This design comes from an exercise in tuning for small area, a short achievable clock period and few clock cycles per item on the open sky130 flow, not from production work.
Function was checked by simulation only, so behaviour that the tests miss may differ from the original.

===== flow/config.mk =====
export PLATFORM = sky130hd
export DESIGN_NAME = e203_muldiv
export DESIGN_NICKNAME = e203_muldiv
export VERILOG_FILES = /design/flow/design.v
export SDC_FILE = /design/flow/constraint.sdc
export NUM_CORES = 8
export LEC_CHECK = 0
export ABC_AREA = 1
export CAP_MARGIN = 5
export CORE_MARGIN = 2
export CORE_UTILIZATION = 45
export CTS_BUF_LIST = sky130_fd_sc_hd__clkbuf_8 sky130_fd_sc_hd__clkbuf_16
export PLACE_DENSITY = 0.75
export SLEW_MARGIN = 5

===== flow/flow/margin.txt =====
6.0

===== flow/design.v =====
module e203_muldiv (
  input         clk,
  input         rst_n,
  input         i_valid,
  output        i_ready,
  input  [2:0]  i_op,
  input  [31:0] i_rs1,
  input  [31:0] i_rs2,
  output        o_valid,
  input         o_ready,
  output [31:0] o_wdat
);
  function [5:0] bitlen;
    input [31:0] v;
    integer i;
    begin
      bitlen = 0;
      for (i = 0; i < 32; i = i + 1)
        if (v[i]) bitlen = i + 1;
    end
  endfunction
  function [2:0] bsel;
    input [2:0] b;
    begin
      bsel[2] = b[0] ^ b[1];
      bsel[1] = (b[2] & ~b[1] & ~b[0]) | (~b[2] & b[1] & b[0]);
      bsel[0] = b[2];
    end
  endfunction
  reg busy, done;
  wire start = i_valid & ~busy;
  assign o_valid = done;
  assign i_ready = done & o_ready;
  wire fin = done & o_ready;
  reg        isdiv, rop, qneg, anr, bz, dsub;
  reg [3:0]  osl, osh;     
  reg        dnorm, dfix;     
  reg [5:0]  cnt;
  reg [34:0] mc;           
  reg [33:0] pl;
  reg [33:0] acc;          
  reg [2:0]  s0, s1;       
  reg        p0, p1;       
  wire op_div = i_op[2];
  wire [32:0] xin = {(i_op[1:0] != 2'd3) & i_rs1[31], i_rs1};
  wire [32:0] yin = {(i_op[1] == 1'b0) & i_rs2[31], i_rs2};
  wire fx0 = (xin[32:8] == {25{xin[32]}}), fy0 = (yin[32:8] == {25{yin[32]}});
  wire fx1 = (xin[32:12] == {21{xin[32]}}), fy1 = (yin[32:12] == {21{yin[32]}});
  wire fx2 = (xin[32:16] == {17{xin[32]}}), fy2 = (yin[32:16] == {17{yin[32]}});
  wire swap = (fx0 & ~fy0) | (fx1 & ~fy1) | (fx2 & ~fy2);
  wire f0 = fx0 | fy0, f1 = fx1 | fy1, f2 = fx2 | fy2;
  wire [3:0] ohm = {~f2, f2 & ~f1, f1 & ~f0, f0};
  wire [32:0] mpl = swap ? xin : yin;
  wire [32:0] mcd = swap ? yin : xin;
  wire [33:0] tx = {34{xin[0]}} & {yin[32], yin};
  wire [33:0] ty = {34{yin[0]}} & {xin[32], xin};
  wire [33:0] t0 = swap ? tx : ty;
  wire [7:0] bx0 = {bsel({xin[2:1], 1'b0}), bsel(xin[4:2]), xin[2], xin[4]};
  wire [7:0] by0 = {bsel({yin[2:1], 1'b0}), bsel(yin[4:2]), yin[2], yin[4]};
  wire [7:0] bs0 = swap ? bx0 : by0;
  wire a_neg = ~i_op[0] & i_rs1[31];
  wire b_neg = ~i_op[0] & i_rs2[31];
  wire [31:0] ax = i_rs1 ^ {32{a_neg}};
  wire [31:0] bx = i_rs2 ^ {32{b_neg}};
  wire [5:0] ma_c = bitlen(ax);
  wire [5:0] mb_c = bitlen(bx);
  wire bzero = (i_rs2 == 32'd0);
  function [31:0] pfor;
    input [31:0] v;
    integer i;
    begin
      pfor[31] = v[31];
      for (i = 30; i >= 0; i = i - 1) pfor[i] = pfor[i + 1] | v[i];
    end
  endfunction
  wire [31:0] ta0 = pfor(ax), tb0 = pfor(bx);
  wire [32:0] ta = a_neg ? {ta0, 1'b1} : {1'b0, ta0};
  wire [32:0] tb = {1'b0, tb0};
  wire dskip = bzero | (|(tb & ~ta));
  wire [5:0] qs = pl[5:0] + {5'd0, anr} - pl[11:6];
  function [37:0] pp;
    input [2:0] s;
    input [34:0] x;
    reg [37:0] xe;
    begin
      xe = {{3{x[34]}}, x};
      pp = (({38{s[2]}} & xe) | ({38{s[1]}} & {xe[36:0], 1'b0})) ^ {38{s[0]}};
    end
  endfunction
  wire [37:0] ra = {{4{acc[33]}}, acc};
  wire [37:0] rb = pp(s0, mc);
  wire [37:0] rc = {pp(s1, mc), {2{s1[0]}}};    
  wire [37:0] sx = ra ^ rb ^ rc;
  wire [37:0] cx1 = {(ra[36:0] & rb[36:0]) | (ra[36:0] & rc[36:0]) | (rb[36:0] & rc[36:0]), p0};
  wire [37:0] sum = sx + cx1 + {37'd0, p1};
  wire acc_ok = (sum[37] == anr);       
  always @(posedge clk or negedge rst_n) begin
    if (!rst_n) begin
      busy <= 1'b0;
      done <= 1'b0;
    end else if (fin) begin
      busy <= 1'b0;
      done <= 1'b0;
    end else if (start) begin
      busy <= 1'b1;
      done <= op_div & dskip;
    end else if (busy & ~done) begin
      done <= isdiv ? (dfix ? 1'b1 : dnorm ? 1'b0 : (cnt == 6'd1) & ~(rop ? anr : qneg))
                    : (cnt == 6'd1);
    end
  end
  wire [4:0] mnext = pl[8:4];
  always @(posedge clk) begin
    if (start) begin
      isdiv <= op_div;
      rop <= i_op[1];
      bz <= bzero;
      qneg <= (a_neg ^ b_neg) & ~dskip;
      osl <= (i_op[1:0] == 2'd0) ? ohm : 4'b0000;
      osh <= (i_op[1:0] != 2'd0) ? ohm : 4'b0000;
      anr <= a_neg;
      dsub <= ~(a_neg ^ b_neg);
      if (op_div) begin
        dnorm <= ~dskip;
        dfix <= 1'b0;
        acc <= {{2{a_neg}}, i_rs1};
        mc <= {{3{b_neg}}, i_rs2};
        pl <= {22'd0, {mb_c, ma_c} & {12{~dskip}}};    
        s0 <= {2'b00, a_neg};
        s1 <= 3'b000;
        p0 <= 1'b0;
        p1 <= 1'b0;
      end else begin
        dnorm <= 1'b0;
        dfix <= 1'b0;
        cnt <= {2'b00, ohm[3], ohm[2], ohm[1] | ohm[0], ohm[1]};    
        acc <= {t0[33], t0[33:1]};
        mc <= {{2{mcd[32]}}, mcd};
        pl <= {t0[0], mpl[32:1], 1'b0};
        {s0, s1, p0, p1} <= bs0;
      end
    end else if (busy & ~done) begin
      if (isdiv) begin
        if (dnorm) begin
          dnorm <= 1'b0;
          cnt <= qs + 6'd1;
          mc <= mc << qs;
          pl <= 34'd0;
          acc <= sum[33:0];
          s0 <= {2'b10, dsub};
          p0 <= dsub;
          p1 <= 1'b0;
        end else if (dfix) begin
          acc <= sum[33:0];
        end else begin
          cnt <= cnt - 6'd1;
          mc <= {mc[34], mc[34:1]};
          if (cnt == 6'd1 & ~rop & qneg) acc <= 34'd0;
          else if (acc_ok) acc <= sum[33:0];
          pl <= {pl[32:0], acc_ok};
          if (cnt == 6'd1) begin
            dfix <= rop ? anr : qneg;
            mc <= {2'b00, pl[31:0], acc_ok};
            s0 <= rop ? 3'b000 : 3'b101;
            p0 <= ~rop;
            p1 <= rop;
          end
        end
      end else begin
        cnt <= cnt - 6'd1;
        acc <= sum[37:4];
        pl <= {sum[3:0], pl[33:4]};
        s0 <= bsel(mnext[2:0]);
        s1 <= bsel(mnext[4:2]);
        p0 <= mnext[2];
        p1 <= mnext[4];
      end
    end
  end
  wire [63:0] p0w = {{21{acc[33]}}, acc, pl[33:25]};
  wire [63:0] p1w = {{17{acc[33]}}, acc, pl[33:21]};
  wire [63:0] p2w = {{13{acc[33]}}, acc, pl[33:17]};
  wire [63:0] p3w = {acc[30:0], pl[33:1]};
  wire [31:0] mres = ({32{osl[0]}} & p0w[31:0]) | ({32{osl[1]}} & p1w[31:0])
                   | ({32{osl[2]}} & p2w[31:0]) | ({32{osl[3]}} & p3w[31:0])
                   | ({32{osh[0]}} & p0w[63:32]) | ({32{osh[1]}} & p1w[63:32])
                   | ({32{osh[2]}} & p2w[63:32]) | ({32{osh[3]}} & p3w[63:32]);
  wire [31:0] dres = (rop | qneg) ? acc[31:0] : (bz ? 32'hFFFFFFFF : pl[31:0]);
  assign o_wdat = isdiv ? dres : mres;
endmodule

===== flow/standard.sh =====
#!/bin/bash
# synth_recipe.tcl (not shown) runs the flow's synth.tcl, then flattens the netlist and writes it again
# the make line also repeats each setting of config.mk as NAME=value (left out here)
make -C /OpenROAD-flow-scripts/flow DESIGN_CONFIG=/design/flow/config.mk WORK_HOME=/design/flow/orfs CLKGATE_MAP_FILE= SYNTH_SCRIPT=/design/flow/synth_recipe.tcl "${@:-finish}"

===== flow/constraint.sdc =====
create_clock -name core_clock -period 11.0 [get_ports {clk}]
set_input_delay 2.2000 -clock core_clock [delete_from_list [all_inputs] [get_ports {clk}]]
set_output_delay 2.2000 -clock core_clock [all_outputs]
set_load 0.01 [all_outputs]

===== flow/flow/run.sh =====
#!/bin/bash
# The standard layout (the standard.sh, unchanged synthesis) with three
# changes to how it is made:
#  - ports are buffered with a plain buffer (not a delay cell),
#  - the resizer may change a cell's drive strength even when that changes
#    the cell's width (MATCH_CELL_FOOTPRINT 0),
#  - timing repair aims for more setup slack than the design's clock needs.
set -euo pipefail
MARGIN=$(cat flow/margin.txt)
bash standard.sh SETUP_SLACK_MARGIN=$MARGIN MATCH_CELL_FOOTPRINT=0 \
  "BUFFER_PORTS_ARGS=-buffer_cell sky130_fd_sc_hd__buf_2" finish > run_make.log 2>&1

==> results.py, run 1 <==
metrics = {
    "logic_synthesis": {
        "yosys_register_bits": 135,
        "postSynth.asyncResetShare_pct": 1.48,
        "ys_seq_area_share_pct": 22.7,
        "yosysUniqueCellTypes": 70,
        "synth_area_per_cell_sq_um": 6.90,
        "synth_nets": 2735,
        "yosys_warnings": 1,
        "netlist_area_sq_um": 17700,
        "synth-main-ff-cell": "edfxtp_1",
        "synth_edf_count": 132,
        "synthesis.instances": 2573,
    },
    "timing": {
        "finalCriticalPeriod_ns": 5.15,
        "fin_hold_ws_ns": 0.596,
        "max_freq_ghz": 0.194,
        "slew_violations": 0,
        "fin_crit_sh_pct": 46.8,
        "finalHoldViolCount": 0,
        "setup_viol": 0,
        "finalSetupTns_ns": 0,
        "grt_setup_unrepaired": "yes",
        "finClkSkew_ns": 0.0103,
        "slew_headroom_pct": 24.2,
        "worstMarginPinSlew_ns": 1.14,
    },
    "setup_path": {
        "critPathLaunch": "i_rs2[8]",
        "crit_chain": "buf_2 > nor4_1 > nand2_1 > nor4_1 > a21oi_1 > o21ai_0 > nor3_1 > o211ai_1 > a21oi_2 > nand3_4 > nor2_4 > o21ai_2 > o211ai_1",
        "crit_path_start_kind": "input port",
        "rrSetupSlack_ns": 6.12,
        "worstSetupPathType": "input port to flip-flop",
        "rr_endpoint": "acc[15]$_DFFE_PP_",
        "reg2reg_depth": 23,
        "worstSetupEndpoint": "pl[7]$_DFFE_PP_",
        "critPathBufInv": 1,
        "path_max_fanout": 5,
        "cp_top_family": "simple AND/OR/NAND/NOR gates",
        "cp.depth": 13,
        "cp.required_ns": 11.17,
        "r2r-start": "s0[1]$_DFFE_PP_",
        "cp_slowest_stage_delay_ns": 0.88,
        "endpoint_kind": "flip-flop",
        "worstPathArrival_ns": 5.32,
        "cpMaxStageDelayCell": "nor4_1",
    },
    "global_route": {
        "grt_use_total_pct": 45.8,
        "grt_pass1_vias": 20224,
        "antenna_found_initial": 9,
        "grt_pass1_wl_mm": 138,
        "grt_max_degree": 62,
        "grt-ovfl-total": 0,
    },
    "route": {
        "post_drt_via_cell_ratio": 6.88,
        "drtIter0Drc": 4003,
        "drt-wirelength-per-cell_microns": 30.5,
        "drtPass1Iterations": 8,
        "vias": 21911,
        "wl_mm": 97.2,
        "ant_nets": 0,
        "drc": 0,
    },
    "floorplanning": {
        "pin_count": 105,
        "initial_core_util_pct": 45.7,
        "core_area_sq_um": 38800,
        "rows": 72,
        "die_x_microns": 203,
        "die_h_microns": 203,
        "die-area_sq_um": 41000,
    },
    "final_layout": {
        "drive_gt1_share_pct": 14.6,
        "layout.area.seq_sq_um": 4030,
        "multiInputGateArea_sq_um": 12600,
        "fin_nets": 2815,
        "area_growth_pct": 15.9,
        "num-fill-cells": 3881,
    },
    "cts": {
        "cts-root-buf": "clkbuf_16",
        "cts_buffers": 17,
        "hold_buffers": 0,
        "h-tree-depth": 4,
        "cts_buffer_depth": 2,
        "clk_pin_slew_ns": 0.07,
        "insertion_delay_ns": 0.45,
        "cts.sinks": 135,
        "cts_tree": "built",
    },
    "status": {
        "outcome": "timing/DRC/antenna clean",
    },
    "placement": {
        "port-buffer-count": 104,
        "hpwl_mm": 73.4,
        "place.gp.congestion": 1.09,
    },
    "hold_path": {
        "min_path_type": "flip-flop to flip-flop",
    },
    "run": {
        "drv_cap": 0,
    },
}
stage by stage:
step | instances | cell area, sq um | util (%) | setup WS [ns]
floorplan | 2573 | 17800 | - | 6.01
global placement | 3072 | 18600 | 47.8 | 4.06
detailed placement | 3072 | 18600 | 47.8 | 4.06
CTS | 3147 | 19800 | 50.9 | 5.92
global route | 3184 | 20600 | 52.9 | 5.88
finish | 3187 | 20600 | 53.0 | 5.85
area by class of cell:
class,count,share of cell area (%)
Timing Repair Buffer,205,7.39
Sequential cell,135,19.6
Multi-Input combinational cell,2002,61.1
Clock buffer,18,2.14
Inverter,284,5.51
Timing Repair inverter,8,0.292
Clock inverter,14,0.755
Antenna cell,3,0.0365
Tap cell,518,3.15
layer usage:
| layer | vias to the layer above | GRT usage [%] | wire length, microns |
|---|---|---|---|
| met5 | - | 0 | 26 |
| met4 | 4 | 32.7 | 9360 |
| met3 | 499 | 12.8 | 14200 |
| met2 | 2010 | 69.0 | 40500 |
| met1 | 10108 | 56.4 | 33200 |
| li1 | 9290 | - | - |
how the worst min path moves through the flow:
stage                           start                end  slack, ns  depth (start not counted)
CTS                 dfix$_SDFFE_PP0P_  dfix$_SDFFE_PP0P_       0.58                          2
global route         busy$_DFFE_PN0P_   busy$_DFFE_PN0P_       0.62                          2
global placement     done$_DFFE_PN0P_   busy$_DFFE_PN0P_       0.56                          3
finish              dfix$_SDFFE_PP0P_  dfix$_SDFFE_PP0P_       0.60                          2
floorplan           dfix$_SDFFE_PP0P_  dfix$_SDFFE_PP0P_       0.50                          2
detailed placement  dfix$_SDFFE_PP0P_  dfix$_SDFFE_PP0P_       0.57                          2
cells by family after synthesis:
| kind of cell | share of synthesized area (%) |
|---|---|
| simple gates | 19.6 |
| compound gates | 30.5 |
| xor+xnor | 7.93 |
| mux | 1.41 |
| flops | 22.7 |
| fa+ha+maj | 8.11 |
| buf+inv | 9.65 |
cells in the final DEF (no fill, tap or decap), drive strengths merged, types with 17 or more instances in the layout:
cell type  instances
nand2            518
o211ai            72
a22oi             33
clkinvlp          21
a21oi            206
nor2             187
fa                40
o2111ai           22
buf              194
ha                51
o22ai            122
xor2             126
edfxtp           132
xnor2             23
nand3             75
nand4             20
a221oi            21
clkbuf            29
inv              278
o21ai            283
a31oi             17
nor3              24
mux2i             25
o221ai            48
worst reg2reg max path, delay by kind of cell (launching register included):
family / cells / cell delay, ns
adders and majority gates: 2 / 0.85
buffers and inverters: 7 / 1.03
AOI/OAI and AO/OA: 10 / 1.54
DFF: 1 / 0.42
xor gates and xnor gates: 2 / 0.56
and+or+nand+nor: 2 / 0.17
synth_stat cells (3+ instances only):
master,count,area [sq um]
nor3_1,24,120
a221oi_1,21,184
o31ai_1,12,90.1
a31oi_1,17,106
o21a_1,3,22.5
o221ai_1,48,420
mux2i_1,25,250
buf_1,14,52.6
xor2_1,114,998
xor2_2,11,179
o2111ai_1,22,193
a21oi_1,204,1020
nor2_2,3,18.8
o21ai_0,268,1340
fa_1,40,801
ha_1,51,638
nand2_1,515,1930
edfxtp_1,132,3960
buf_2,14,70.1
a22o_1,4,35.0
clkinv_1,9,33.8
o311ai_0,5,43.8
o211ai_1,71,533
xnor2_1,23,201
o21bai_1,3,22.5
nor4_1,15,93.8
inv_2,10,37.5
inv_1,265,995
nor2_1,182,683
o21ai_1,15,75.1
a22oi_1,33,248
nand3_1,73,365
o22ai_1,122,763
a211oi_1,16,120
buf_4,3,22.5
o41ai_1,4,35.0
nand4_1,20,125
clkbuf_1,120,450
or2_2,7,43.8
flip-flops by register name, summed over array words and instances (netlist names), 3 cells and up:
signal / cells
acc: 34
osl: 4
s0: 3
s1: 3
osh: 4
pl: 34
mc: 35
cnt: 6
timing repair:
action	in CTS	in global routing
gates cloned	11	4
setup endpoints to repair	168	150
resized for setup	97	97
buffers inserted	32	33
pin swaps	14	37
hold endpoints to repair	0	0
Testbench counts, summed over its fixed seeds: cycles 160,453, ops 24,000.
==> run 2: changes to the inputs <==
--- a/flow/config.mk
+++ b/flow/config.mk
@@ -10,5 +10,5 @@
 export CORE_MARGIN = 2
 export CORE_UTILIZATION = 45
 export CTS_BUF_LIST = sky130_fd_sc_hd__clkbuf_8 sky130_fd_sc_hd__clkbuf_16
-export PLACE_DENSITY = 0.75
+export PLACE_DENSITY = 0.45
 export SLEW_MARGIN = 5
==> results.py, run 2 <==
metrics = {
    "status": {
        "outcome": "timing/DRC/antenna clean",
    },
    "cts": {
        "h-tree-depth": 4,
        "insertion_delay_ns": 0.44,
        "cts.sinks": 135,
        "cts_buffers": 17,
        "cts-root-buf": "clkbuf_16",
        "cts_buffer_depth": 2,
        "clk_pin_slew_ns": 0.07,
        "cts_tree": "built",
    },
    "route": {
        "drt-wirelength-per-cell_microns": 29.7,
        "vias": 21578,
        "wl_mm": 94.5,
        "drc": 0,
        "drtPass1Iterations": 7,
        "drtIter0Drc": 3437,
        "ant_nets": 0,
        "post_drt_via_cell_ratio": 6.78,
    },
    "global_route": {
        "grt_use_total_pct": 44.0,
        "antenna_found_initial": 4,
        "grt_pass1_wl_mm": 132,
        "grt-ovfl-total": 0,
        "grt_max_degree": 82,
        "grt_pass1_vias": 19717,
    },
    "final_layout": {
        "num-fill-cells": 3842,
        "final_util_pct": 53.1,
        "largest_register_ffs": 35,
        "regMostFlops": "mc",
        "fin_nets": 2815,
        "largestRegisters": "mc x35, acc x34, pl x34",
        "multiInputGateArea_sq_um": 12600,
        "layout.area.seq_sq_um": 4030,
        "most-common-layout-cells": "504 x nand2_1, 257 x o21ai_0, 256 x inv_1",
        "final_common_cell": "nand2_1",
        "area_growth_pct": 16.2,
        "drive_gt1_share_pct": 14.7,
    },
    "timing": {
        "worstMarginPinSlew_ns": 1.31,
        "grt_setup_unrepaired": "yes",
        "slew_violations": 0,
        "max_freq_ghz": 0.197,
        "finalHoldViolCount": 0,
        "slew_headroom_pct": 12.7,
        "setup_viol": 0,
        "fin_crit_sh_pct": 46.1,
        "finalCriticalPeriod_ns": 5.07,
        "finalSetupTns_ns": 0,
        "finClkSkew_ns": 0.0110,
    },
    "logic_synthesis": {
        "yosysTopAreaCell": "edfxtp_1",
        "ys_seq_area_share_pct": 22.7,
        "synthesis.instances": 2573,
        "postSynth.asyncResetShare_pct": 1.48,
        "yosys_register_bits": 135,
        "yosys_warnings": 1,
        "synth_top_area_share_pct": 22.3,
        "yosysUniqueCellTypes": 70,
        "synth_area_per_cell_sq_um": 6.90,
        "synth-main-ff-cell": "edfxtp_1",
        "synth_edf_count": 132,
        "yosysMostFrequentCell": "nand2_1",
        "synth.area.top_cells": "edfxtp_1 22%, nand2_1 11%, o21ai_0 7.6%, a21oi_1 5.8%, xor2_1 5.6%",
        "netlist_area_sq_um": 17700,
        "synth_commonest_cells": "515 x nand2_1, 268 x o21ai_0, 265 x inv_1, 204 x a21oi_1, 182 x nor2_1",
        "synth_nets": 2735,
    },
    "placement": {
        "port-buffer-count": 104,
        "place.gp.congestion": 1.07,
        "hpwl_mm": 70.6,
    },
    "setup_path": {
        "worstSetupPathType": "input port to flip-flop",
        "cp.required_ns": 11.13,
        "crit_path_start_kind": "input port",
        "endpoint_kind": "flip-flop",
        "worstPathArrival_ns": 5.19,
        "path_max_fanout": 14,
    },
    "floorplanning": {
        "die_x_microns": 203,
        "die-area_sq_um": 41000,
        "core_area_sq_um": 38800,
        "pin_count": 105,
        "rows": 72,
        "die_h_microns": 203,
        "initial_core_util_pct": 45.7,
    },
    "hold_path": {
        "min_path_type": "flip-flop to flip-flop",
    },
    "run": {
        "drv_cap": 0,
    },
}
run 2: routing by layer:
layer / routed length (microns) / vias to the layer above / part of all wire, % / GRT usage (%)
li1: - / 9285 / - / -
met1: 34100 / 10151 / 36 / 55.5
met2: 39500 / 1765 / 42 / 65.8
met3: 12600 / 373 / 13 / 12.1
met4: 8180 / 4 / 8.6 / 29.3
met5: 52 / - / 0.055 / 0
run 2: through the flow:
step | hold slack, ns | cell area [sq um] | setup slack, ns | instances
finish | 0.585 | 20600 | 5.93 | 3184
global route | 0.600 | 20600 | 5.87 | 3183
CTS | 0.571 | 19700 | 5.95 | 3137
detailed placement | 0.562 | 18500 | 4.21 | 3067
global placement | 0.532 | 18500 | 4.25 | 3067
floorplan | 0.495 | 17800 | 6.01 | 2573
run 2: worst max-delay path, cell delays in order:
cell	delay [ns]
buf_4	0.23
inv_2	0.13
nor2_4	0.16
inv_1	0.15
o41ai_4	0.31
nand4_1	0.19
nor2_1	0.12
o21ai_1	0.09
nand3_1	0.18
nand3_1	0.39
o21ai_0	0.74
o221ai_1	0.30
run 2: worst paths after layout:
kind	startpoint	to	slack [ns]	cells past startpoint
worst max-delay path	i_rs2[31]	pl[13]$_DFFE_PP_	5.93	12
worst min-delay path	dfix$_SDFFE_PP0P_	dfix$_SDFFE_PP0P_	0.59	2
worst max register to register	s0[2]$_DFFE_PP_	acc[7]$_DFFE_PP_	6.06	25
worst min register to register	dfix$_SDFFE_PP0P_	dfix$_SDFFE_PP0P_	0.59	2
max in group asynchronous	rst_n	done$_DFFE_PN0P_	9.37	1
min in group asynchronous	rst_n	busy$_DFFE_PN0P_	1.53	1
run 2: final cells by class:
type / instances / area share (%)
repair inverters: 9 / 0.304
flip-flops and latches: 135 / 19.6
well taps: 518 / 3.14
diodes: 1 / 0.0121
clock buffers: 17 / 2.06
inverters: 284 / 5.41
repair buffers: 204 / 7.42
clock inverters: 14 / 0.722
multi-input cells: 2002 / 61.3
run 2: repair_timing:
item,CTS,global route
buffers inserted,28,41
cloned,11,5
hold buffers,0,0
endpoints found under the setup margin,148,133
gates resized for setup,65,114
pin swaps,6,47
run 2: cells by family (layout without fill, tap and decap cells):
| kind of cell | Yosys count | count (layout) | synth area share [%] |
|---|---|---|---|
| compound gates | 885 | 885 | 30.5 |
| simple gates | 850 | 852 | 19.6 |
| buf+inv | 438 | 528 | 9.65 |
| xor+xnor | 149 | 149 | 7.93 |
| flops | 135 | 135 | 22.7 |
| fa+ha+maj | 91 | 91 | 8.11 |
| mux | 25 | 25 | 1.41 |
| other cells | 0 | 1 | 0 |
==> run 3: changes to the inputs <==
--- a/flow/config.mk
+++ b/flow/config.mk
@@ -8,7 +8,6 @@
 export ABC_AREA = 1
 export CAP_MARGIN = 5
 export CORE_MARGIN = 2
-export CORE_UTILIZATION = 45
+export CORE_UTILIZATION = 38
 export CTS_BUF_LIST = sky130_fd_sc_hd__clkbuf_8 sky130_fd_sc_hd__clkbuf_16
-export PLACE_DENSITY = 0.45
 export SLEW_MARGIN = 5
==> results.py, run 3 <==
metrics = {
    "logic_synthesis": {
        "synth_nets": 2735,
        "yosys_warnings": 1,
        "synth.area.top_cells": "edfxtp_1 22%, nand2_1 11%, o21ai_0 7.6%, a21oi_1 5.8%, xor2_1 5.6%",
        "yosysMostFrequentCell": "nand2_1",
        "yosysUniqueCellTypes": 70,
        "synth_commonest_cells": "515 x nand2_1, 268 x o21ai_0, 265 x inv_1, 204 x a21oi_1, 182 x nor2_1",
        "synthesis.instances": 2573,
        "synth_top_area_share_pct": 22.3,
        "yosys_register_bits": 135,
        "synth_edf_count": 132,
        "synth-main-ff-cell": "edfxtp_1",
        "ys_seq_area_share_pct": 22.7,
        "synth_area_per_cell_sq_um": 6.90,
        "netlist_area_sq_um": 17700,
        "yosysTopAreaCell": "edfxtp_1",
        "postSynth.asyncResetShare_pct": 1.48,
    },
    "cts": {
        "cts_buffer_depth": 2,
        "cts-root-buf": "clkbuf_16",
        "clk_pin_slew_ns": 0.07,
        "h-tree-depth": 4,
        "hold_buffers": 0,
        "insertion_delay_ns": 0.45,
        "cts_buffers": 17,
        "cts_tree": "built",
        "cts.sinks": 135,
    },
    "floorplanning": {
        "die-area_sq_um": 48400,
        "core_area_sq_um": 46400,
        "die_h_microns": 220,
        "initial_core_util_pct": 38.3,
        "rows": 79,
        "die_x_microns": 220,
        "pin_count": 105,
    },
    "timing": {
        "finalHoldViolCount": 0,
        "finalCriticalPeriod_ns": 4.92,
        "fin_crit_sh_pct": 44.7,
        "slew_headroom_pct": 18.9,
        "grt_setup_unrepaired": "no",
        "slew_violations": 0,
        "worstMarginPinSlew_ns": 1.21,
        "finClkSkew_ns": 0.0108,
        "setup_viol": 0,
        "finalSetupTns_ns": 0,
        "setup_ws_ns": 6.08,
        "max_freq_ghz": 0.203,
    },
    "placement": {
        "place.gp.congestion": 1.11,
        "place_ws_ns": 4.33,
        "port-buffer-count": 104,
        "hpwl_mm": 77.7,
    },
    "route": {
        "ant_nets": 0,
        "drtPass1Iterations": 8,
        "vias": 21804,
        "drt-wirelength-per-cell_microns": 31.1,
        "post_drt_via_cell_ratio": 6.68,
        "wl_mm": 102,
        "drc": 0,
        "drtIter0Drc": 3818,
    },
    "final_layout": {
        "most-common-layout-cells": "503 x nand2_1, 256 x inv_1, 247 x o21ai_0",
        "area_growth_pct": 15.9,
        "final_common_cell": "nand2_1",
        "largestRegisters": "mc x35, acc x34, pl x34",
        "largest_register_ffs": 35,
        "drive_gt1_share_pct": 13.9,
        "fin_nets": 2803,
        "layout.area.seq_sq_um": 4030,
        "multiInputGateArea_sq_um": 12600,
        "num-fill-cells": 4776,
        "regMostFlops": "mc",
    },
    "hold_path": {
        "hold_path_end": "dfix$_SDFFE_PP0P_",
        "min_from": "dfix$_SDFFE_PP0P_",
        "hold_path_depth": 2,
        "min_path_type": "flip-flop to flip-flop",
    },
    "setup_path": {
        "crit_path_start_kind": "flip-flop",
        "rr_endpoint": "mc[10]$_DFFE_PP_",
        "worstSetupPathType": "flip-flop to flip-flop",
        "endpoint_kind": "flip-flop",
        "rrSetupSlack_ns": 6.08,
        "cp.required_ns": 11.23,
        "r2r-start": "pl[7]$_DFFE_PP_",
        "path_max_fanout": 33,
        "reg2reg_depth": 13,
        "worstPathArrival_ns": 5.14,
    },
    "run": {
        "drv_cap": 0,
    },
    "status": {
        "outcome": "timing/DRC/antenna clean",
    },
    "global_route": {
        "grt_max_degree": 74,
        "grt_use_total_pct": 40.8,
        "grt-ovfl-total": 0,
        "grt_pass1_vias": 19716,
        "antenna_found_initial": 2,
        "grt_pass1_wl_mm": 141,
    },
}
## run 3: area by class of cell
type	instances	share of cell area (%)
sequential	135	19.6
multi-input combinational	2002	61.1
inverter	284	5.44
clock inverter	14	0.907
timing repair buffer	197	7.00
tap	607	3.69
clock buffer	17	2.07
antenna	2	0.0243
timing repair inverter	4	0.134
## run 3: worst max-delay path: stages, from the launching register on
cell and delay [ns]:
edfxtp_1 0.47, inv_1 0.45, ha_1 0.35, fa_1 0.50, a21oi_1 0.17, o21ai_0 0.13, xnor2_2 0.16, buf_4 0.38
clkinv_1 0.59, nor2_1 0.29, nand2_1 0.20, inv_1 0.57, a21oi_1 0.18, o21ai_0 0.21
## run 3: what timing repair did
action | 4_1_cts | 5_1_grt
setup buffers | 16 | 40
resized for setup | 70 | 102
cloned | 5 | 4
endpoints found under the setup margin | 155 | 129
pin swaps | 6 | 22
hold endpoints to repair | 0 | 0
## run 3: routing by layer
metal | global-route usage (%) | share of wire [%] | vias to the layer above
li1 | - | - | 9270
met1 | 52.1 | 37 | 10324
met2 | 61.8 | 42 | 1773
met3 | 8.65 | 12 | 437
met4 | 27.3 | 8.6 | 0
met5 | 0 | 0 | -
## run 3: worst max path at each step
stage	from	endpoint	slack (ns)	depth (start not counted)
6_report	pl[7]$_DFFE_PP_	mc[10]$_DFFE_PP_	6.08	13
5_1_grt	mc[6]$_DFFE_PP_	acc[30]$_DFFE_PP_	5.96	19
4_1_cts	osl[3]$_SDFFCE_PP0P_	o_wdat[5]	5.99	9
3_5_place_dp	i_rs2[31]	mc[30]$_DFFE_PP_	4.33	16
3_3_place_gp	i_rs1[31]	mc[30]$_DFFE_PP_	4.40	16
2_1_floorplan	s1[0]$_DFFE_PP_	acc[0]$_DFFE_PP_	6.01	21
## run 3: kinds of logic after synthesis
kind of cell             Yosys count  share of synthesized area [%]
multiplexers                      25                           1.41
AND/OR/NAND/NOR                  850                           19.6
buffers and inverters            438                           9.65
AO/OA/AOI/OAI                    885                           30.5
adder cells (fa/ha/maj)           91                           8.11
XOR/XNOR                         149                           7.93
flip-flops                       135                           22.7
## run 3: stage by stage
stage / hold WS, ns / instances / util [%] / area [sq um]
floorplan: 0.495 / 2573 / - / 17800
global placement: 0.566 / 3164 / 40.3 / 18700
detailed placement: 0.584 / 3164 / 40.3 / 18700
CTS: 0.592 / 3216 / 42.5 / 19700
global route: 0.614 / 3260 / 44.3 / 20500
finish: 0.598 / 3262 / 44.3 / 20600
==> run 4: changes to the inputs <==
--- a/flow/config.mk
+++ b/flow/config.mk
@@ -6,8 +6,8 @@
 export NUM_CORES = 8
 export LEC_CHECK = 0
 export ABC_AREA = 1
-export CAP_MARGIN = 5
+export CAP_MARGIN = 20
 export CORE_MARGIN = 2
-export CORE_UTILIZATION = 38
+export CORE_UTILIZATION = 45
 export CTS_BUF_LIST = sky130_fd_sc_hd__clkbuf_8 sky130_fd_sc_hd__clkbuf_16
-export SLEW_MARGIN = 5
+export SLEW_MARGIN = 20
==> results.py, run 4 <==
metrics = {
    "status": {
        "outcome": "timing/DRC/antenna clean",
    },
    "timing": {
        "slew_headroom_pct": 37.2,
        "max_freq_ghz": 0.198,
        "finClkSkew_ns": 0.0124,
        "setup_viol": 0,
        "grt_setup_unrepaired": "yes",
        "fin_crit_sh_pct": 45.9,
        "slew_violations": 0,
        "finalHoldViolCount": 0,
        "worstMarginPinSlew_ns": 0.935,
        "finalSetupTns_ns": 0,
        "finalCriticalPeriod_ns": 5.05,
    },
    "final_layout": {
        "drive_gt1_share_pct": 11.9,
        "regMostFlops": "mc",
        "largestRegisters": "mc x35, acc x34, pl x34",
        "largest_register_ffs": 35,
        "fin_nets": 2778,
        "final_util_pct": 51.6,
        "most-common-layout-cells": "509 x nand2_1, 261 x inv_1, 259 x o21ai_0",
        "num-fill-cells": 3931,
        "finalInstanceArea_sq_um": 20000,
        "area_growth_pct": 12.9,
        "final_common_cell": "nand2_1",
    },
    "logic_synthesis": {
        "synth_top_area_share_pct": 22.3,
        "synth.area.top_cells": "edfxtp_1 22%, nand2_1 11%, o21ai_0 7.6%, a21oi_1 5.8%, xor2_1 5.6%",
        "netlist_area_sq_um": 17700,
        "synthesis.instances": 2573,
        "synth_area_per_cell_sq_um": 6.90,
        "postSynth.asyncResetShare_pct": 1.48,
        "synth-main-ff-cell": "edfxtp_1",
        "yosysUniqueCellTypes": 70,
        "synth_nets": 2735,
        "yosys_warnings": 1,
        "yosys_register_bits": 135,
        "ys_seq_area_share_pct": 22.7,
        "yosysTopAreaCell": "edfxtp_1",
        "synth_edf_count": 132,
        "yosysMostFrequentCell": "nand2_1",
        "synth_commonest_cells": "515 x nand2_1, 268 x o21ai_0, 265 x inv_1, 204 x a21oi_1, 182 x nor2_1",
    },
    "cts": {
        "cts_buffers": 17,
        "cts_tree": "built",
        "insertion_delay_ns": 0.46,
        "cts-root-buf": "clkbuf_16",
        "hold_buffers": 0,
        "cts.sinks": 135,
        "h-tree-depth": 4,
        "clk_pin_slew_ns": 0.06,
        "cts_buffer_depth": 2,
    },
    "setup_path": {
        "worstSetupPathType": "flip-flop to primary output",
        "critPathBufInv": 3,
        "crit_path_start_kind": "flip-flop",
        "endpoint_kind": "primary output",
        "cpMaxStageDelayCell": "edfxtp_1",
        "crit_chain": "clkinvlp_4 > o221ai_1 > a221oi_1 > a41oi_1 > a21oi_1 > inv_1 > buf_2",
        "cp_slowest_stage_delay_ns": 0.77,
        "worstPathArrival_ns": 2.85,
        "cp.required_ns": 8.80,
        "path_max_fanout": 21,
        "cp_top_family": "buffers and inverters",
    },
    "floorplanning": {
        "initial_core_util_pct": 45.7,
        "die_h_microns": 203,
        "die-area_sq_um": 41000,
        "rows": 72,
        "pin_count": 105,
        "die_x_microns": 203,
        "core_area_sq_um": 38800,
    },
    "placement": {
        "placed_area_sq_um": 18600,
        "port-buffer-count": 104,
        "place.gp.congestion": 1.04,
        "hpwl_mm": 71.9,
    },
    "route": {
        "drc": 0,
        "post_drt_via_cell_ratio": 6.81,
        "vias": 21473,
        "drtPass1Iterations": 6,
        "ant_nets": 0,
        "wl_mm": 94.6,
        "drtIter0Drc": 3493,
        "drt-wirelength-per-cell_microns": 30.0,
    },
    "run": {
        "drv_cap": 0,
    },
    "global_route": {
        "grt_use_total_pct": 44.4,
        "grt_pass1_vias": 19863,
        "grt_max_degree": 73,
        "grt-ovfl-total": 0,
        "antenna_found_initial": 5,
        "grt_pass1_wl_mm": 133,
    },
    "hold_path": {
        "min_path_type": "flip-flop to flip-flop",
    },
}
## run 4: cell families (layout without fill, tap and decap cells)
kind of cell	count (synthesis)	count (layout)	share of synthesized area, %
compound gates	885	885	30.5
simple gates	850	851	19.6
mux	25	25	1.41
xor+xnor	149	149	7.93
fa+ha+maj	91	91	8.11
other cells	0	5	0
flops	135	135	22.7
buf+inv	438	493	9.65
## run 4: routing by layer
layer	vias to the layer above	GRT usage [%]	part of all wire (%)
met5	-	0	0.047
met4	2	29.8	8.2
met3	379	11.2	13
met2	1784	66.1	42
met1	10086	56.8	37
li1	9222	-	-
## run 4: per-stage QoR
step                setup WS (ns)  hold WS, ns  instances
detailed placement           4.51        0.580       3074
finish                       5.95        0.593       3152
floorplan                    6.01        0.495       2573
CTS                          5.98        0.596       3123
global placement             4.61        0.562       3074
global route                 5.88        0.636       3147
## run 4: layout make-up
class,count,area [sq um],share of cell area [%]
clock buffer,17,425,2.12
sequential,135,4030,20.1
timing repair buffer,173,1260,6.31
tap,518,648,3.24
timing repair inverter,4,30.0,0.150
clock inverter,15,129,0.644
antenna,5,12.5,0.0625
multi-input combinational,2001,12400,61.8
inverter,284,1100,5.52
## run 4: repair_timing
item / CTS / global route
buffers inserted: 12 / 18
gates resized for setup: 64 / 64
setup endpoints to repair: 143 / 109
gates cloned: 5 / 5
pin swaps: 8 / 21
## run 4: worst min-delay path: stages, from the launching register on
cell and delay [ns]:
dfrtp_1 0.42, inv_1 0.08, a21oi_1 0.06
## run 4: final timing paths
path | start | endpoint | slack [ns] | cells past startpoint
setup / recovery | osl[1]$_SDFFCE_PP0P_ | o_wdat[9] | 5.95 | 7
setup reg to reg | mc[2]$_DFFE_PP_ | acc[1]$_DFFE_PP_ | 6.22 | 26
hold reg to reg | busy$_DFFE_PN0P_ | busy$_DFFE_PN0P_ | 0.59 | 2
max in group asynchronous | rst_n | done$_DFFE_PN0P_ | 9.39 | 1
min in group asynchronous | rst_n | busy$_DFFE_PN0P_ | 1.52 | 1
hold / removal | busy$_DFFE_PN0P_ | busy$_DFFE_PN0P_ | 0.59 | 2
==> run 5: changes to the inputs <==
==> flow/flow/margin.txt (replaced) <==
5.6
==> results.py, run 5 <==
metrics = {
    "floorplanning": {
        "core_area_sq_um": 38800,
        "rows": 72,
        "die_x_microns": 203,
        "die_h_microns": 203,
        "initial_core_util_pct": 45.7,
        "pin_count": 105,
        "die-area_sq_um": 41000,
    },
    "placement": {
        "place.gp.congestion": 1.07,
        "place_ws_ns": 4.35,
        "dp_cells": 3074,
        "hpwl_mm": 71.8,
        "port-buffer-count": 104,
        "placed_area_sq_um": 18600,
    },
    "logic_synthesis": {
        "yosysMostFrequentCell": "nand2_1",
        "synth_xor_area_share_pct": 7.93,
        "synth_edf_count": 132,
        "netlist_area_sq_um": 17700,
        "synthAdderAreaFrac_pct": 8.11,
        "postSynth.asyncResetShare_pct": 1.48,
        "synth-simple-area-share_pct": 19.6,
        "synth_top_area_share_pct": 22.3,
        "ys_seq_area_share_pct": 22.7,
        "synth_commonest_cells": "515 x nand2_1, 268 x o21ai_0, 265 x inv_1, 204 x a21oi_1, 182 x nor2_1",
        "synth.area.top_cells": "edfxtp_1 22%, nand2_1 11%, o21ai_0 7.6%, a21oi_1 5.8%, xor2_1 5.6%",
        "yosysUniqueCellTypes": 70,
        "yosys_register_bits": 135,
        "yosys-mux-area-fraction_pct": 1.41,
        "synthesis.instances": 2573,
        "yosysTopAreaCell": "edfxtp_1",
        "synth-compound-area-share_pct": 30.5,
        "synth_nets": 2735,
        "synth-main-ff-cell": "edfxtp_1",
        "synth_top_family_by_area": "compound AO/OA/AOI/OAI gates",
        "synth_area_per_cell_sq_um": 6.90,
        "yosys_warnings": 1,
    },
    "cts": {
        "cts_tree": "built",
        "cts_buffer_depth": 2,
        "cts.sinks": 135,
        "h-tree-depth": 4,
        "insertion_delay_ns": 0.46,
        "cts-root-buf": "clkbuf_16",
        "clk_pin_slew_ns": 0.07,
        "cts_buffers": 17,
    },
    "hold_path": {
        "hold_path_end": "dfix$_SDFFE_PP0P_",
        "min_path_type": "flip-flop to flip-flop",
        "hold_path_depth": 2,
        "min_from": "dfix$_SDFFE_PP0P_",
    },
    "setup_path": {
        "path_max_fanout": 21,
        "crit_path_start_kind": "flip-flop",
        "endpoint_kind": "primary output",
        "r2r-start": "s0[0]$_DFFE_PP_",
        "cp.required_ns": 8.80,
        "worstSetupPathType": "flip-flop to primary output",
        "reg2reg_depth": 25,
        "rr_endpoint": "acc[19]$_DFFE_PP_",
        "rrSetupSlack_ns": 5.82,
        "worstPathArrival_ns": 3.22,
    },
    "timing": {
        "fin_crit_sh_pct": 49.3,
        "max_freq_ghz": 0.184,
        "setup_ws_ns": 5.58,
        "slew_headroom_pct": 24.7,
        "slew_violations": 0,
        "finalHoldViolCount": 0,
        "grt_setup_unrepaired": "yes",
        "finClkSkew_ns": 0.0139,
        "setup_viol": 0,
        "finalCriticalPeriod_ns": 5.42,
        "finalSetupTns_ns": 0,
        "worstMarginPinSlew_ns": 1.13,
    },
    "route": {
        "post_drt_via_cell_ratio": 6.76,
        "drt-wirelength-per-cell_microns": 29.5,
        "drc": 0,
        "vias": 21147,
        "ant_nets": 0,
        "drtPass1Iterations": 6,
        "drtIter0Drc": 3646,
        "wl_mm": 92.4,
    },
    "final_layout": {
        "regMostFlops": "mc",
        "fin_nets": 2760,
        "antenna_cells": 0,
        "most-common-layout-cells": "514 x nand2_1, 263 x inv_1, 262 x o21ai_0",
        "area_growth_pct": 10.2,
        "final_common_cell": "nand2_1",
        "drive_gt1_share_pct": 9.92,
        "final_cells": 3129,
        "largestRegisters": "mc x35, acc x34, pl x34",
        "largest_register_ffs": 35,
        "finalInstanceArea_sq_um": 19500,
    },
    "global_route": {
        "grt-ovfl-total": 0,
        "antenna_found_initial": 2,
        "grt_pass1_wl_mm": 131,
        "grt_pass1_vias": 19415,
        "grt_use_total_pct": 43.9,
        "grt_max_degree": 75,
    },
    "status": {
        "outcome": "timing/DRC/antenna clean",
    },
    "run": {
        "drv_cap": 0,
    },
}
## run 5: final cells by class
| cell class | instances | area [sq um] |
|---|---|---|
| Fill cell | 3974 | 19300 |
| Sequential cell | 135 | 4030 |
| Clock inverter | 15 | 153 |
| Clock buffer | 17 | 425 |
| Tap cell | 518 | 648 |
| Timing Repair inverter | 5 | 32.5 |
| Multi-Input combinational cell | 2001 | 12200 |
| Timing Repair Buffer | 154 | 985 |
| Inverter | 284 | 1100 |
## run 5: metal layers
| layer | vias up | GRT usage, % | part of all wire (%) |
|---|---|---|---|
| met3 | 357 | 9.20 | 12 |
| li1 | 9184 | - | - |
| met5 | - | 0 | 0.029 |
| met2 | 1682 | 65.6 | 42 |
| met1 | 9920 | 56.4 | 37 |
| met4 | 4 | 31.4 | 8.5 |
## run 5: kinds of logic after synthesis
kind of cell	count (synthesis)
buffers and inverters	438
and+or+nand+nor	850
AOI/OAI and AO/OA	885
xor gates and xnor gates	149
DFF	135
muxes	25
adders and majority gates	91
## run 5: stage by stage
step	hold WS [ns]	util, %
2_1_floorplan	0.495	-
3_3_place_gp	0.557	47.8
3_5_place_dp	0.561	47.8
4_1_cts	0.572	49.9
5_1_grt	0.632	50.3
6_report	0.590	50.3
## run 5: critical path, stage by stage (launching register included)
cell	delay (ns)
edfxtp_1	0.66
clkinvlp_4	0.45
o221ai_1	0.17
a221oi_1	0.32
a41oi_1	0.22
a21oi_1	0.68
inv_1	0.08
buf_2	0.17
## run 5: repair_timing
action,in CTS,in global routing
setup endpoints to repair,108,122
hold endpoints to repair,0,0
gates cloned,5,2
hold buffers,0,0
setup buffers,12,4
pin swaps,0,3
resized for setup,26,37
## run 5: worst max path at each step
| stage | start | endpoint | slack (ns) |
|---|---|---|---|
| final | osl[1]$_SDFFCE_PP0P_ | o_wdat[9] | 5.58 |
| after CTS | s1[0]$_DFFE_PP_ | acc[12]$_DFFE_PP_ | 5.61 |
| after floorplan | s0[0]$_DFFE_PP_ | acc[0]$_DFFE_PP_ | 5.82 |
| after global routing | s0[1]$_DFFE_PP_ | acc[30]$_DFFE_PP_ | 5.45 |
| after global placement | i_rs2[31] | mc[28]$_DFFE_PP_ | 4.22 |
| after detailed placement | i_rs2[31] | mc[28]$_DFFE_PP_ | 4.35 |
==> run 6: changes to the inputs <==
==> flow/flow/margin.txt (replaced) <==
6.2
==> results.py, run 6 <==
metrics = {
    "status": {
        "outcome": "timing/DRC/antenna clean",
    },
    "global_route": {
        "antenna_found_initial": 1,
        "grt_pass1_vias": 20043,
        "met1_usage_pct": 56.1,
        "grt-ovfl-total": 0,
        "grt_util_met2_pct": 65.4,
        "grt_use_total_pct": 43.8,
        "grt_busiest_layer": "met2",
        "use_met3_pct": 10.7,
        "grt_pass1_wl_mm": 132,
        "grt_max_degree": 82,
    },
    "cts": {
        "cts_buffers": 17,
        "cts_tree": "built",
        "cts_buffer_depth": 2,
        "cts.sinks": 135,
        "h-tree-depth": 4,
        "insertion_delay_ns": 0.44,
        "clk_pin_slew_ns": 0.06,
        "cts-root-buf": "clkbuf_16",
        "hold_buffers": 0,
    },
    "route": {
        "ant_nets": 0,
        "vias": 21550,
        "wl_mm": 92.8,
        "post_drt_via_cell_ratio": 6.70,
        "drtPass1Iterations": 10,
        "drc": 0,
        "drtIter0Drc": 3664,
        "drt-wirelength-per-cell_microns": 28.9,
    },
    "logic_synthesis": {
        "synthAdderAreaFrac_pct": 8.11,
        "postSynth.asyncResetShare_pct": 1.48,
        "yosys_register_bits": 135,
        "netlist_area_sq_um": 17700,
        "synth-compound-area-share_pct": 30.5,
        "yosysTopAreaCell": "edfxtp_1",
        "yosysUniqueCellTypes": 70,
        "synth-simple-area-share_pct": 19.6,
        "synth.area.top_cells": "edfxtp_1 22%, nand2_1 11%, o21ai_0 7.6%, a21oi_1 5.8%, xor2_1 5.6%",
        "synth_top_family_by_area": "compound AO/OA/AOI/OAI gates",
        "synthesis.instances": 2573,
        "yosys-mux-area-fraction_pct": 1.41,
        "synth_top_area_share_pct": 22.3,
        "synth_nets": 2735,
        "yosys_warnings": 1,
        "synth_commonest_cells": "515 x nand2_1, 268 x o21ai_0, 265 x inv_1, 204 x a21oi_1, 182 x nor2_1",
        "ys_seq_area_share_pct": 22.7,
        "yosysMostFrequentCell": "nand2_1",
        "synth_area_per_cell_sq_um": 6.90,
        "synth_edf_count": 132,
        "synth_xor_area_share_pct": 7.93,
        "synth-main-ff-cell": "edfxtp_1",
    },
    "placement": {
        "port-buffer-count": 104,
        "placed_area_sq_um": 18600,
        "place.gp.congestion": 1.12,
        "hpwl_mm": 69.5,
    },
    "timing": {
        "setup_viol": 0,
        "slew_violations": 0,
        "slew_headroom_pct": 30.9,
        "worstMarginPinSlew_ns": 1.03,
        "fin_crit_sh_pct": 44.1,
        "finClkSkew_ns": 0.0110,
        "max_freq_ghz": 0.206,
        "grt_setup_unrepaired": "yes",
        "finalHoldViolCount": 0,
        "finalSetupTns_ns": 0,
        "finalCriticalPeriod_ns": 4.85,
    },
    "final_layout": {
        "area_growth_pct": 17.9,
        "drive_gt1_share_pct": 15.3,
        "largest_register_ffs": 35,
        "final_util_pct": 53.9,
        "finalInstanceArea_sq_um": 20900,
        "antenna_cells": 0,
        "largestRegisters": "mc x35, acc x34, pl x34",
        "regMostFlops": "mc",
        "most-common-layout-cells": "503 x nand2_1, 254 x o21ai_0, 250 x inv_1",
        "final_common_cell": "nand2_1",
        "fin_nets": 2847,
    },
    "setup_path": {
        "worstSetupPathType": "input port to flip-flop",
        "endpoint_kind": "flip-flop",
        "worstPathArrival_ns": 5.00,
        "crit_path_start_kind": "input port",
        "cp.required_ns": 11.15,
        "path_max_fanout": 14,
    },
    "floorplanning": {
        "initial_core_util_pct": 45.7,
        "die_h_microns": 203,
        "die-area_sq_um": 41000,
        "rows": 72,
        "core_area_sq_um": 38800,
        "pin_count": 105,
        "die_x_microns": 203,
    },
    "run": {
        "drv_cap": 0,
    },
    "hold_path": {
        "min_path_type": "flip-flop to flip-flop",
    },
}
[run 6: cells by family (layout without fill, tap and decap cells)]
kind of cell,count (synthesis),count (layout)
and+or+nand+nor,850,851
AOI/OAI and AO/OA,885,885
adders and majority gates,91,91
buffers and inverters,438,562
DFF,135,135
xor gates and xnor gates,149,149
muxes,25,25
[run 6: final timing paths]
path,startpoint,endpoint,slack [ns],cells past startpoint
setup / recovery,i_rs2[24],pl[13]$_DFFE_PP_,6.15,11
hold / removal,dfix$_SDFFE_PP0P_,dfix$_SDFFE_PP0P_,0.56,2
setup reg to reg,s1[1]$_DFFE_PP_,acc[30]$_DFFE_PP_,6.39,21
hold reg to reg,dfix$_SDFFE_PP0P_,dfix$_SDFFE_PP0P_,0.56,2
max in group asynchronous,rst_n,done$_DFFE_PN0P_,9.37,1
min in group asynchronous,rst_n,busy$_DFFE_PN0P_,1.53,1
[run 6: repair_timing]
item	in CTS	in global routing
cloned	16	3
buffers inserted	38	55
setup endpoints to repair	174	158
resized for setup	91	95
pin swaps	15	43
[run 6: metal layers]
layer	vias to the layer above	wire [microns]
met3	393	11800
met1	10037	34300
met5	-	15
li1	9352	-
met4	2	8010
met2	1766	38700
[run 6: final cells by class]
type	count	area, sq um
fillers	3871	17900
multi-input cells	2001	12500
flip-flops and latches	135	4030
repair buffers	236	1910
inverters	284	1130
well taps	518	648
clock buffers	17	425
clock inverters	15	178
repair inverters	10	67.6
[run 6: metrics by stage]
stage	std cells	hold WS, ns	worst slack [ns]
global route	3216	0.580	6.15
global placement	3071	0.542	4.68
CTS	3158	0.559	6.13
finish	3216	0.563	6.15
detailed placement	3072	0.550	4.58
floorplan	2573	0.495	6.21
[run 6: worst max-delay path: stages]
cell and delay, ns:
clkbuf_4 0.24, nor4_1 0.35, nand4_1 0.24, nand2_1 0.14, nand4_1 0.16, nor2_1 0.14
o21ai_1 0.12, nand3_2 0.13, nand3_1 0.44, o21ai_0 0.63, o221ai_1 0.21
==> run 7: changes to the inputs <==
--- a/flow/flow/run.sh
+++ b/flow/flow/run.sh
@@ -8,4 +8,4 @@
 set -euo pipefail
 MARGIN=$(cat flow/margin.txt)
 bash standard.sh SETUP_SLACK_MARGIN=$MARGIN MATCH_CELL_FOOTPRINT=0 \
-  "BUFFER_PORTS_ARGS=-buffer_cell sky130_fd_sc_hd__buf_2" finish > run_make.log 2>&1
+  "BUFFER_PORTS_ARGS=-buffer_cell sky130_fd_sc_hd__buf_1" finish > run_make.log 2>&1
==> flow/flow/margin.txt (replaced) <==
6.0
--- a/flow/config.mk
+++ b/flow/config.mk
@@ -9,5 +9,5 @@
 export CAP_MARGIN = 20
 export CORE_MARGIN = 2
 export CORE_UTILIZATION = 45
-export CTS_BUF_LIST = sky130_fd_sc_hd__clkbuf_8 sky130_fd_sc_hd__clkbuf_16
+export CTS_BUF_LIST = sky130_fd_sc_hd__clkbuf_8
 export SLEW_MARGIN = 20
==> results.py, run 7 <==
metrics = {
    "cts": {
        "insertion_delay_ns": 0.51,
        "cts_tree": "built",
        "cts.sinks": 135,
        "cts_buffers": 17,
        "cts-root-buf": "clkbuf_8",
        "cts_buffer_depth": 2,
        "clk_pin_slew_ns": 0.09,
        "h-tree-depth": 4,
        "hold_buffers": 0,
    },
    "global_route": {
        "grt_pass1_vias": 19689,
        "grt_use_total_pct": 44.8,
        "grt_max_degree": 69,
        "grt-ovfl-total": 0,
        "grt_pass1_wl_mm": 134,
        "antenna_found_initial": 4,
    },
    "hold_path": {
        "hold_path_end": "dfix$_SDFFE_PP0P_",
        "hold_path_depth": 2,
        "min_path_type": "flip-flop to flip-flop",
        "min_from": "dfix$_SDFFE_PP0P_",
    },
    "setup_path": {
        "endpoint_kind": "flip-flop",
        "crit_path_start_kind": "input port",
        "worstSetupPathType": "input port to flip-flop",
        "cp_top_family": "simple AND/OR/NAND/NOR gates",
        "rr_endpoint": "cnt[5]$_SDFFCE_PP0P_",
        "critPathBufInv": 5,
        "cp.required_ns": 11.23,
        "reg2reg_depth": 11,
        "cpMaxStageDelayCell": "o41ai_4",
        "worstPathArrival_ns": 5.21,
        "crit_chain": "buf_1 > inv_2 > nor4_2 > nand3_1 > o41ai_4 > nand2_2 > nor2_4 > nand3_2 > nand2_4 > buf_12 > inv_2 > nand2_4 > buf_12 > o21ai_1 > nand3_1 > o41ai_2 > o21ai_2 > o211ai_1",
        "cp_slowest_stage_delay_ns": 0.41,
        "rrSetupSlack_ns": 6.10,
        "r2r-start": "pl[7]$_DFFE_PP_",
        "path_max_fanout": 19,
    },
    "timing": {
        "finalCriticalPeriod_ns": 4.98,
        "finalHoldViolCount": 0,
        "setup_ws_ns": 6.02,
        "fin_crit_sh_pct": 45.3,
        "slew_violations": 0,
        "fin_hold_ws_ns": 0.589,
        "finalSetupTns_ns": 0,
        "finClkSkew_ns": 0.0151,
        "grt_setup_unrepaired": "yes",
        "worstMarginPinSlew_ns": 1.18,
        "setup_viol": 0,
        "max_freq_ghz": 0.201,
        "slew_headroom_pct": 20.9,
    },
    "logic_synthesis": {
        "postSynth.asyncResetShare_pct": 1.48,
        "synth_top_area_share_pct": 22.3,
        "synth_edf_count": 132,
        "synth_commonest_cells": "515 x nand2_1, 268 x o21ai_0, 265 x inv_1, 204 x a21oi_1, 182 x nor2_1",
        "yosysTopAreaCell": "edfxtp_1",
        "ys_seq_area_share_pct": 22.7,
        "synth-main-ff-cell": "edfxtp_1",
        "netlist_area_sq_um": 17700,
        "synthesis.instances": 2573,
        "synth_area_per_cell_sq_um": 6.90,
        "yosys_register_bits": 135,
        "yosysMostFrequentCell": "nand2_1",
        "synth.area.top_cells": "edfxtp_1 22%, nand2_1 11%, o21ai_0 7.6%, a21oi_1 5.8%, xor2_1 5.6%",
        "synth_nets": 2735,
        "yosys_warnings": 1,
        "yosysUniqueCellTypes": 70,
    },
    "floorplanning": {
        "die_x_microns": 203,
        "rows": 72,
        "initial_core_util_pct": 45.7,
        "die_h_microns": 203,
        "pin_count": 105,
        "core_area_sq_um": 38800,
        "die-area_sq_um": 41000,
    },
    "placement": {
        "port-buffer-count": 104,
        "placed_area_sq_um": 18500,
        "hpwl_mm": 71.2,
        "dp_cells": 3077,
        "place.gp.congestion": 1.08,
        "place_ws_ns": 4.30,
    },
    "route": {
        "ant_nets": 0,
        "drtIter0Drc": 3653,
        "wl_mm": 96.2,
        "drt-wirelength-per-cell_microns": 30.1,
        "routed-wl-met3_mm": 12.4,
        "met2RoutedLength_mm": 40.4,
        "drt-met1-wl_mm": 35.3,
        "drc": 0,
        "drtPass1Iterations": 7,
        "post_drt_via_cell_ratio": 6.78,
        "top_layer": "met5",
        "vias": 21647,
    },
    "final_layout": {
        "final_common_cell": "nand2_1",
        "num-fill-cells": 3895,
        "fin_nets": 2820,
        "largestRegisters": "mc x35, acc x34, pl x34",
        "drive_gt1_share_pct": 10.7,
        "regMostFlops": "mc",
        "finalInstanceArea_sq_um": 20200,
        "final_cells": 3192,
        "area_growth_pct": 14.1,
        "most-common-layout-cells": "509 x nand2_1, 259 x o21ai_0, 253 x inv_1",
        "largest_register_ffs": 35,
    },
    "status": {
        "outcome": "timing/DRC/antenna clean",
    },
    "run": {
        "drv_cap": 0,
    },
}
==> run 7: cell counts after synthesis <==
No cell type changed its count.
==> run 7: how the worst max path moves through the flow <==
| stage | from | endpoint | slack (ns) | depth (start not counted) |
|---|---|---|---|---|
| finish | i_rs1[19] | acc[33]$_DFFE_PP_ | 6.02 | 18 |
| global route | s0[1]$_DFFE_PP_ | acc[30]$_DFFE_PP_ | 5.87 | 19 |
| CTS | i_op[0] | pl[0]$_DFFE_PP_ | 5.94 | 37 |
| detailed placement | i_rs2[31] | mc[0]$_DFFE_PP_ | 4.30 | 15 |
| global placement | i_rs2[31] | mc[0]$_DFFE_PP_ | 4.27 | 15 |
| floorplan | s1[0]$_DFFE_PP_ | acc[0]$_DFFE_PP_ | 6.01 | 21 |
==> run 7: cells by family (layout without fill, tap and decap cells) <==
| kind of cell | after synthesis | in the layout | share of synthesized area (%) |
|---|---|---|---|
| AOI/OAI and AO/OA | 885 | 885 | 30.5 |
| and+or+nand+nor | 850 | 852 | 19.6 |
| buffers and inverters | 438 | 534 | 9.65 |
| xor gates and xnor gates | 149 | 149 | 7.93 |
| DFF | 135 | 135 | 22.7 |
| adders and majority gates | 91 | 91 | 8.11 |
| muxes | 25 | 25 | 1.41 |
| other | 0 | 3 | 0 |
==> run 7: area by class of cell <==
cell class                 count  area, sq um  share of cell area [%]
clock buffer                  17          234                    1.16
antenna                        3         7.51                  0.0371
clock inverter                15          134                   0.661
timing repair buffer         209         1530                    7.54
tap                          518          648                    3.20
inverter                     284         1140                    5.64
timing repair inverter         9         66.3                   0.328
multi-input combinational   2002        12500                    61.5
sequential                   135         4030                    19.9
==> run 7: metal layers <==
metal	vias to the layer above	global-route usage [%]
met5	-	0
met4	4	31.3
met3	385	11.4
met2	1798	66.5
met1	10164	56.9
li1	9296	-
==> run 7: stage by stage <==
step	util, %
after CTS	49.9
after global routing	52.1
after detailed placement	47.6
after floorplan	-
after global placement	47.6
final	52.1
==> run 7: repair_timing <==
action,4_1_cts,5_1_grt
endpoints found under the setup margin,156,140
gates cloned,10,10
gates resized for setup,68,98
pin swaps,6,34
buffers inserted,25,34
==> run 7: worst min-delay path: stages (launching register included) <==
cell     delay [ns]
dfxtp_1        0.31
inv_1          0.15
a21oi_1        0.09

re-timing with driven ports:
The results above use ideal ports. As a check the final layouts listed here were re-extracted and re-timed, cells and wires unchanged.
Step 1 assumes that a clkbuf_16 drives the clock port and a buf_2 every other input.
Step 2, shift: input delay + t, output delay - t, t = (earliest + latest rising clock arrival at the registers) / 2. This alone moves slack from input paths to output paths.
Three values: ideal, step 1, step 2; two values: the first two.
run | t (ns) | setup slack, ns | latest minus earliest clock arrival (ns) | pins driven straight from the clock port
run 1 | 0.498 | 5.849 / 5.883 / 5.385 | 0.010 / 0.010 | 1
run 2 | 0.489 | 5.933 / 5.884 / 5.472 | 0.011 / 0.011 | 1
run 3 | 0.499 | 6.084 / 6.038 / 5.607 | 0.010 / 0.011 | 1
run 4 | 0.504 | 5.948 / 5.894 / 5.528 | 0.012 / 0.013 | 1
run 5 | 0.502 | 5.576 / 5.523 / 5.206 | 0.014 / 0.014 | 1
run 6 | 0.486 | 6.150 / 6.156 / 5.698 | 0.012 / 0.012 | 1
run 7 | 0.560 | 6.022 / 6.023 / 5.494 | 0.015 / 0.015 | 1
After both steps setup and hold are still met in every run listed. For run 7, which loses most, drivers alone change the setup slack by +0.001 ns; drivers and shift together by -0.528 ns.
